Context: an optimization exercise on an open-source flow, tuned for a short achievable clock period and few clock cycles per item. The choices shown serve that exercise and are no tape-out recipe. The RTL was checked by simulation tests, not by an equivalence proof against the original design. No activity file was given, so power comes from the tool's default toggle rates.

==> flow/design.v <==
module cpu (
   prog_addr, mem_control, equal, mem_addr, mem_data_in, request_rom,
   request_ram,
   clk, rst, opcode, ab_select, op_addr, mem_data_out
   );
input clk, rst;
input [3:0] opcode;
input ab_select;
input [7:0] op_addr;
input [7:0] mem_data_out;
output reg [11:0] prog_addr;
output reg mem_control;
output reg equal;
output reg [11:0] mem_addr;
output reg [7:0] mem_data_in;
output reg request_rom, request_ram;
localparam store = 4'b0100;
localparam load  = 4'b0011;
localparam add   = 4'b1001;
localparam sub   = 4'b1010;
localparam and_  = 4'b0010;
localparam or_   = 4'b0001;
localparam equal_op = 4'b0101;
localparam L1 = 2;       
localparam L2 = 5;       
localparam W2 = L2 - L1;
localparam W3 = 8 - L2;
function [8:0] slice;    
    input [7:0] x, y;
    input cin, arith, sb, an;
    input integer w;
    reg [7:0] yy, g, t, u;
    reg [8:0] c;
    reg prod;
    integer i, j, k;
    begin
        yy = y ^ {8{sb}};
        g = x & yy;
        t = x | yy;
        c = 9'b0;
        c[0] = cin;
        for (i = 1; i <= 8; i = i + 1) begin
            prod = cin;
            for (j = 0; j < 8; j = j + 1)
                if (j < i) prod = prod & t[j];
            c[i] = prod;
            for (k = 0; k < 8; k = k + 1) begin
                if (k < i) begin
                    prod = g[k];
                    for (j = 0; j < 8; j = j + 1)
                        if (j > k && j < i) prod = prod & t[j];
                    c[i] = c[i] | prod;
                end
            end
        end
        u = arith ? ((x ^ {8{sb}}) ^ y) : (an ? (x & y) : (x | y));
        slice = 9'b0;
        slice[7:0] = u ^ (c[7:0] & {8{arith}});
        slice[8] = c[w];
    end
endfunction
reg [L1-1:0] a1, b1;
reg [L2-1:L1] a2, b2;
reg [7:L2] a3, b3;
reg s1_wa, s1_wb, s1_la, s1_lb, s1_arith, s1_sub, s1_and, s1_f0, s1_f1;
reg s2_wa, s2_wb, s2_arith, s2_sub, s2_and, s2_c;
reg s2_la_bus, s2_lb_bus, s2_la_fwd, s2_lb_fwd;
reg s3_wa, s3_wb, s3_la, s3_lb, s3_arith, s3_sub, s3_and, s3_c;
reg [7:L2] ld3;
reg [7:0] fwd_data;
reg rd, wr;
reg e0_v, e1_v;
reg [1:0] e0_age, e1_age;
reg [7:0] e0_addr, e1_addr;
reg [L2-1:0] e0_d12, e1_d12;
reg [7:L2] e0_d3, e1_d3;
reg st1_sel, st2_sel;            
reg [L2-1:0] stg12;
reg [7:L2] stg3;
reg halt;
wire dv     = !halt;
wire is_ld  = dv && (opcode == load);
wire is_st  = dv && (opcode == store);
wire is_alu = dv && ((opcode == add) || (opcode == sub) || (opcode == and_) || (opcode == or_));
wire is_eq  = dv && (opcode == equal_op);
wire [L1-1:0] bus1 = mem_data_out[L1-1:0];
wire [L1-1:0] a1_k = s2_la_fwd ? fwd_data[L1-1:0] : a1;
wire [L1-1:0] b1_k = s2_lb_fwd ? fwd_data[L1-1:0] : b1;
wire [L1-1:0] a1_eff = s2_la_bus ? bus1 : a1_k;
wire [L1-1:0] b1_eff = s2_lb_bus ? bus1 : b1_k;
wire [8:0] q1 = slice({{(8-L1){1'b0}}, a1_eff}, {{(8-L1){1'b0}}, b1_eff}, s1_sub, s1_arith, s1_sub, s1_and, L1);
wire [L1-1:0] r1 = q1[L1-1:0];
wire [L1-1:0] a1_next = s1_wa ? r1 : a1_eff;
wire [L1-1:0] b1_next = s1_wb ? r1 : b1_eff;
wire [W2-1:0] bus2 = mem_data_out[L2-1:L1];
wire [8:0] q2 = slice({{(8-W2){1'b0}}, a2}, {{(8-W2){1'b0}}, b2}, s2_c, s2_arith, s2_sub, s2_and, W2);
wire [W2-1:0] r2 = q2[W2-1:0];
wire a2_keep = !s2_wa && !s2_la_bus;
wire b2_keep = !s2_wb && !s2_lb_bus;
wire [W2-1:0] a2_k = s2_la_fwd ? fwd_data[L2-1:L1] : a2;
wire [W2-1:0] b2_k = s2_lb_fwd ? fwd_data[L2-1:L1] : b2;
wire [W2-1:0] a2_next = ({W2{s2_wa}} & r2) | ({W2{s2_la_bus}} & bus2) | ({W2{a2_keep}} & a2_k);
wire [W2-1:0] b2_next = ({W2{s2_wb}} & r2) | ({W2{s2_lb_bus}} & bus2) | ({W2{b2_keep}} & b2_k);
wire [8:0] q3 = slice({{(8-W3){1'b0}}, a3}, {{(8-W3){1'b0}}, b3}, s3_c, s3_arith, s3_sub, s3_and, W3);
wire [W3-1:0] r3 = q3[W3-1:0];
wire [W3-1:0] a3_k = s3_la ? ld3 : a3;
wire [W3-1:0] b3_k = s3_lb ? ld3 : b3;
wire [W3-1:0] a3_next = ({W3{s3_wa}} & r3) | ({W3{!s3_wa}} & a3_k);
wire [W3-1:0] b3_next = ({W3{s3_wb}} & r3) | ({W3{!s3_wb}} & b3_k);
wire [L2-1:0] live12 = st1_sel ? {b2_next, b1_eff} : {a2_next, a1_eff};
wire [W3-1:0] live3  = st2_sel ? b3_next : a3_next;
function [7:0] ent_val;
    input [1:0] age;
    input [L2-1:0] d12;
    input [7:L2] d3;
    input [L2-1:0] s12;
    input [7:L2] s3, l3;
    begin
        ent_val[L2-1:0] = (age == 2'd1) ? s12 : d12;
        ent_val[7:L2]   = (age == 2'd1) ? l3 : (age == 2'd2) ? s3 : d3;
    end
endfunction
wire [7:0] v0 = ent_val(e0_age, e0_d12, e0_d3, stg12, stg3, live3);
wire [7:0] v1 = ent_val(e1_age, e1_d12, e1_d3, stg12, stg3, live3);
wire rd_v = rd ? e1_v : e0_v;
wire [1:0] rd_age = rd ? e1_age : e0_age;
wire issue = rd_v && (rd_age != 2'd0) && !is_ld;
wire pop0 = issue && !rd;
wire pop1 = issue &&  rd;
wire push0 = is_st && !wr;
wire push1 = is_st &&  wr;
wire left = (e0_v && !pop0) || (e1_v && !pop1);
wire m1 = e1_v && (e1_addr == op_addr);
wire m0 = e0_v && (e0_addr == op_addr);
wire fsel = (m0 && m1) ? !rd : m1;
always @(posedge clk) begin
    mem_addr    <= {4'b0, is_ld ? op_addr : (rd ? e1_addr : e0_addr)};
    mem_control <= is_ld;
    mem_data_in <= rd ? v1 : v0;
    s1_arith <= opcode[3];
    s1_sub   <= opcode[3] && opcode[1];
    s1_and   <= opcode[1];
    s2_arith <= s1_arith;
    s2_sub   <= s1_sub;
    s2_and   <= s1_and;
    s2_c     <= q1[8];
    s3_arith <= s2_arith;
    s3_sub   <= s2_sub;
    s3_and   <= s2_and;
    s3_c     <= q2[8];
    ld3      <= (s2_la_fwd || s2_lb_fwd) ? fwd_data[7:L2] : mem_data_out[7:L2];
    fwd_data <= s1_f1 ? v1 : v0;
    st1_sel  <= ab_select;
    st2_sel  <= st1_sel;
    stg12    <= live12;
    stg3     <= live3;
    if (e0_age == 2'd1) e0_d12 <= stg12;
    if (e1_age == 2'd1) e1_d12 <= stg12;
    if (e0_age == 2'd2) e0_d3 <= stg3;
    if (e1_age == 2'd2) e1_d3 <= stg3;
    if (e0_age != 2'd3) e0_age <= e0_age + 2'd1;
    if (e1_age != 2'd3) e1_age <= e1_age + 2'd1;
    if (push0) begin
        e0_addr <= op_addr;
        e0_age  <= 2'd0;
    end
    if (push1) begin
        e1_addr <= op_addr;
        e1_age  <= 2'd0;
    end
    if (!rst) begin
        prog_addr   <= 12'b0;
        request_rom <= 1'b1;
        request_ram <= 1'b0;
        equal <= 1'b0;
        halt  <= 1'b0;
        a1 <= 0; a2 <= 0; a3 <= 0;
        b1 <= 0; b2 <= 0; b3 <= 0;
        s1_wa <= 1'b0; s1_wb <= 1'b0; s1_la <= 1'b0; s1_lb <= 1'b0;
        s1_f0 <= 1'b0; s1_f1 <= 1'b0;
        s2_wa <= 1'b0; s2_wb <= 1'b0;
        s2_la_bus <= 1'b0; s2_lb_bus <= 1'b0; s2_la_fwd <= 1'b0; s2_lb_fwd <= 1'b0;
        s3_wa <= 1'b0; s3_wb <= 1'b0; s3_la <= 1'b0; s3_lb <= 1'b0;
        e0_v <= 1'b0;
        e1_v <= 1'b0;
        rd <= 1'b0;
        wr <= 1'b0;
    end else begin
        prog_addr   <= prog_addr + 12'd1;
        request_rom <= 1'b1;
        request_ram <= is_ld || issue;
        halt  <= halt || is_eq;
        equal <= (halt || is_eq) && !left;
        a1 <= a1_next; a2 <= a2_next; a3 <= a3_next;
        b1 <= b1_next; b2 <= b2_next; b3 <= b3_next;
        s1_wa <= is_alu && !ab_select;
        s1_wb <= is_alu &&  ab_select;
        s1_la <= is_ld && !ab_select;
        s1_lb <= is_ld &&  ab_select;
        s1_f1 <= is_ld && (m0 || m1) &&  fsel;
        s1_f0 <= is_ld && (m0 || m1) && !fsel;
        s2_wa <= s1_wa;
        s2_wb <= s1_wb;
        s2_la_bus <= s1_la && !(s1_f0 || s1_f1);
        s2_lb_bus <= s1_lb && !(s1_f0 || s1_f1);
        s2_la_fwd <= s1_la &&  (s1_f0 || s1_f1);
        s2_lb_fwd <= s1_lb &&  (s1_f0 || s1_f1);
        s3_wa <= s2_wa;
        s3_wb <= s2_wb;
        s3_la <= s2_la_bus || s2_la_fwd;
        s3_lb <= s2_lb_bus || s2_lb_fwd;
        e0_v <= (e0_v && !pop0) || push0;
        e1_v <= (e1_v && !pop1) || push1;
        if (issue) rd <= !rd;
        if (is_st) wr <= !wr;
    end
end
endmodule
==> flow/config.mk <==
export PLATFORM = sky130hd
export DESIGN_NAME = cpu
export DESIGN_NICKNAME = cpu
export VERILOG_FILES = /design/flow/design.v
export SDC_FILE = /design/flow/constraint.sdc
export NUM_CORES = 4
export LEC_CHECK = 0
export ABC_CLOCK_PERIOD_IN_PS = 1500
export CAP_MARGIN = 20
export CORE_MARGIN = 2
export CORE_UTILIZATION = 55
export PLACE_DENSITY = 0.75
export SETUP_SLACK_MARGIN = 2.4
export SLEW_MARGIN = 20
export TNS_END_PERCENT = 100
==> flow/constraint.sdc <==
create_clock -name core_clock -period 4.0 [get_ports {clk}]
set_input_delay 0.8000 -clock core_clock [delete_from_list [all_inputs] [get_ports {clk}]]
set_output_delay 0.8000 -clock core_clock [all_outputs]
set_load 0.01 [all_outputs]
standard.sh (not shown) runs the stock make flow with config.mk's settings and CLKGATE_MAP_FILE= SYNTH_SCRIPT=/design/flow/synth_recipe.tcl, a recipe that flattens the netlist after the stock synthesis.
==> flow/flow/run.sh <==
#!/bin/bash
# The standard layout, with the port buffers inserted as buf_4 cells instead
# of the buffer that buffer_ports picks by default (a delay cell here).
set -euo pipefail
bash standard.sh BUFFER_PORTS_ARGS="-buffer_cell sky130_fd_sc_hd__buf_4" finish > standard_flow.log 2>&1
Testbench counts at the start, summed over its fixed seeds: cycles 61,751, instructions 58,115.
Next try:
CORE_UTILIZATION = 40   (was 55)
PLACE_DENSITY = 0.6   (was 0.75)
The new run went through all stages and came out clean.
Power rises by about 2.7%.
Wire length goes up by 6.2%.
Hold slack improves by 5.8 ps.
First-iteration DRC count shrinks by about 19%.
Combinational power is higher by about 7%.
Synthesized cell count stays the same.
Via count barely changes.
Sequential power barely changes.
Clock-buffer cell count increases by 8.
Sequential cell count does not change.
Next try:
ABC_CLOCK_PERIOD_IN_PS = 1000   (was 1500)
Result: The changed run completed with no timing, DRC or antenna violations. Core utilization is unchanged. Total power does not change. Final area does not change. Maximum frequency stays the same. Critical path depth is unchanged. Clock power hardly moves. Hold slack is unchanged.

## separate check: timing with driven ports
The results above use ideal ports. As a check the final layouts listed here were re-extracted and re-timed, cells and wires unchanged.
Step 1: set_driving_cell puts a clkbuf_16 on clk and a buf_2 on each other input, an assumption about the parent block.
Step 2 adds t to the input delays and takes it off the output delays; t is the mean of the earliest and latest rising clock arrival at the registers after step 1. Input paths then give back, and output paths get back, about the clock's delay inside the block.
a / b / c = ideal / step 1 / step 2; a / b = the first two.
| run | t, ns | slack for setup (ns) | worst setup path at the end | worst data-port slew with drivers (ns) | cell pins on the clock port's net |
|---|---|---|---|---|---|
| the first run | 0.548 | 2.219 / 2.184 / 1.939 | input to register | 0.04 | 1 |
| the second run | 0.446 | 2.215 / 2.215 / 1.868 | input to register | 0.04 | 1 |
| the third run | 0.446 | 2.215 / 2.215 / 1.868 | input to register | 0.04 | 1 |
After both steps setup and hold are still met in every run listed.
